Background: an optimization exercise with open tools, aiming at a short achievable clock period and few clock cycles. Do not read the settings as production practice. At most, simulation tests tie the RTL to the original design; equivalence was not proved. No activity file was given, so power comes from the tool's default toggle rates.

Design bird, start of the top module:
module bird (
        input  logic        clk,
        input  logic        rst,
        input  logic [15:0] data_in,
        input  logic        hold,
        output logic        hold_ack,
        output logic [15:0] data_out,
        output logic [11:0] address,
        output logic        memwt
        );
Settings: LEC_CHECK=0, CAP_MARGIN=20, CORE_MARGIN=2, CORE_UTILIZATION=40, SETUP_SLACK_MARGIN=3.3, SLEW_MARGIN=20, TNS_END_PERCENT=10; clock period 6.0 ns.
run.sh (not shown) runs the stock make flow with config.mk's settings and CLKGATE_MAP_FILE= SYNTH_SCRIPT=/design/flow/synth_recipe.tcl, a recipe that flattens the netlist after the stock synthesis.
The starting point produced a clean layout.
Next try:
--- a/flow/config.mk
+++ b/flow/config.mk
@@ -7,2 +7,3 @@
 export LEC_CHECK = 0
+export ABC_CLOCK_PERIOD_IN_PS = 2500
 export CAP_MARGIN = 20
@@ -12,2 +13 @@
 export SLEW_MARGIN = 20
-export TNS_END_PERCENT = 10
Routed wire length rose slightly.
Combinational power rose by a few percent.
Clock power is about the same.
Worst setup slack barely changes.
Clock-buffer cell count rose by 7.
Utilization rose by 0.77 points.
Total power rose slightly.
Die area is unchanged.
No functional check of the RTL was part of any run of this note.

## try-ember
bird, a different RTL version from the one above (not shown whole).
Size: roughly 7900 cells after synthesis, roughly 3400 flip-flops, about 49 I/O pins, about 140000 sq um of cells after synthesis.
make LEC_CHECK=0 ABC_CLOCK_PERIOD_IN_PS=2500 CAP_MARGIN=20 CORE_MARGIN=2 CORE_UTILIZATION=40 SETUP_SLACK_MARGIN=4.0 SLEW_MARGIN=20 finish   # period 6.0 ns
Testbench counts of try-ember, summed over its fixed seeds: cycles 1,364,703.
[inputs] try-indigo vs try-ember
- SETUP_SLACK_MARGIN: 4.0 -> 2.7
### Flow results
Diff try-ember -> try-indigo: non-clock buffer count shrank by 1244, worst hold slack held steady, number of inverters outside the clock class in the layout shrank by 3, HPWL after detailed placement shrank by 2.0%.
| overall via count from detail_route | try-indigo vs try-ember | 11% lower |
Input changes introduced in try-yarrow (baseline for comparison: try-indigo):
- CORE_UTILIZATION: 40 -> 30
- SETUP_SLACK_MARGIN: 2.7 -> 3.3
--- outcome ---
- Timing, DRC, antenna: 0 failures across try-indigo and try-yarrow
- try-yarrow vs try-indigo — power climbed by a few percent
- Between try-indigo and try-yarrow, the cell area is lower for try-indigo.
- met2 routed wirelength for try-yarrow is higher than for try-indigo.
- try-yarrow -> try-indigo: total area of sequential cells flat
- As far as hold slack is concerned, try-yarrow and try-indigo perform about the same.
- Relative to try-indigo, the number of gates on the worst path with buffers counted of try-yarrow is higher by 4.
- Area of the die deteriorates in try-yarrow relative to try-indigo.
- Delta(number of buffers inserted by post-CTS setup repair, try-yarrow - try-indigo) > 0
## Diff of input files: try-tundra against try-yarrow
- CORE_UTILIZATION changed from 30 to 40
==> notes.md <==
Compared with try-yarrow, in try-tundra clock skew now smaller; wire length on met2 now smaller; total power divided by cell area climbed 1.3%.
Worst-path cell with the longest stage delay: sky130_fd_sc_hd__dfxtp_4 -> try-yarrow, sky130_fd_sc_hd__mux4_2 -> try-tundra
Comparing area of the die for try-yarrow and try-tundra, the bigger number came from try-yarrow.
Per the comparison of try-tundra with try-yarrow, final setup slack of the worst path increased by 0.067 ns relative to the old numbers; worst-case headroom to the max-slew limit climbed 0.64 points; worst-case reg-to-reg path depth dropped 6; final net count shows an increase of 0.74%; via count held.
try-yarrow ended up with more cell instances than try-tundra did.

the previous run:
bird, a different RTL version from the one above (not shown whole).
Size: roughly 6000 cells after synthesis, about 49 I/O pins.
make LEC_CHECK=0 CAP_MARGIN=20 CORE_MARGIN=2 CORE_UTILIZATION=40 SLEW_MARGIN=20 finish   # period 6.0 ns
No stage failed in the previous run, and the final checks on the layout all came back clean.
Relative to the previous run, the following input files were edited for the current run:
# the previous run
export LEC_CHECK = 0
export CAP_MARGIN = 20
export CORE_MARGIN = 2
export CORE_UTILIZATION = 40
export SLEW_MARGIN = 20
create_clock -name core_clock -period 6.0 [get_ports {clk}]
# the current run
export LEC_CHECK = 0
export ABC_CLOCK_PERIOD_IN_PS = 2500
export CAP_MARGIN = 20
export CORE_MARGIN = 2
export CORE_UTILIZATION = 40
export SETUP_SLACK_MARGIN = 3.3
export SLEW_MARGIN = 20
create_clock -name core_clock -period 6.0 [get_ports {clk}]
- Diff the previous run -> the current run | global-route usage | increase of 3.1 points
- Max initial antenna violation count across the previous run and the current run: the previous run
- The current run — fraction of the core area covered by cells at the end of the flow 5.8 points higher, the previous run as reference
- Going from the previous run to the current run, power attributed to combinational cells went up, final critical-path required period went down by 470 ps.
No functional check of the RTL was part of any run of this note.

[port drivers added, routing unchanged]
The flow's constraints put no driver on any port. The routed layouts listed below were extracted and timed again, unchanged, in two steps. Step 1, drivers: a clkbuf_16 drives clk and a buf_2 each remaining input, both assumed. Step 2 adds t to the input delays and takes it off the output delays; t is the mean of the earliest and latest rising clock arrival at the registers after step 1. Input paths then give back, and output paths get back, about the clock's delay inside the block. a / b / c = no drivers / after step 1 / after step 2; a / b = the first two.
run | t, ns | setup WS [ns] | hold WS [ns] | slew at the worst register clock pin (ns)
the first run of note 1 | 1.092 | 2.496 / 2.496 / 1.545 | 0.459 / 0.450 / 0.459 | 0.08 / 0.08
the second run of note 1 | 1.070 | 2.496 / 2.496 / 1.577 | 0.461 / 0.461 / 0.461 | 0.07 / 0.07
try-ember | 1.067 | 2.429 / 2.429 / 1.410 | 0.450 / 0.450 / 0.450 | 0.07 / 0.07
try-indigo | 1.044 | 2.504 / 2.390 / 1.346 | 0.451 / 0.451 / 0.451 | 0.07 / 0.07
try-yarrow | 1.044 | 2.431 / 2.431 / 1.522 | 0.448 / 0.448 / 0.448 | 0.07 / 0.07
try-tundra | 1.057 | 2.498 / 2.498 / 1.467 | 0.448 / 0.448 / 0.448 | 0.07 / 0.07
the previous run | 0.924 | 0.236 / 0.236 / -0.039 | 0.470 / 0.470 / 0.470 | 0.07 / 0.07
the current run | 0.934 | 0.701 / 0.701 / 0.668 | 0.473 / 0.473 / 0.473 | 0.07 / 0.07
Met with ideal ports but missed after step 2: setup timing in the previous run. For try-indigo, which loses most, drivers alone change the setup slack by -0.114 ns; drivers and shift together by -1.158 ns.
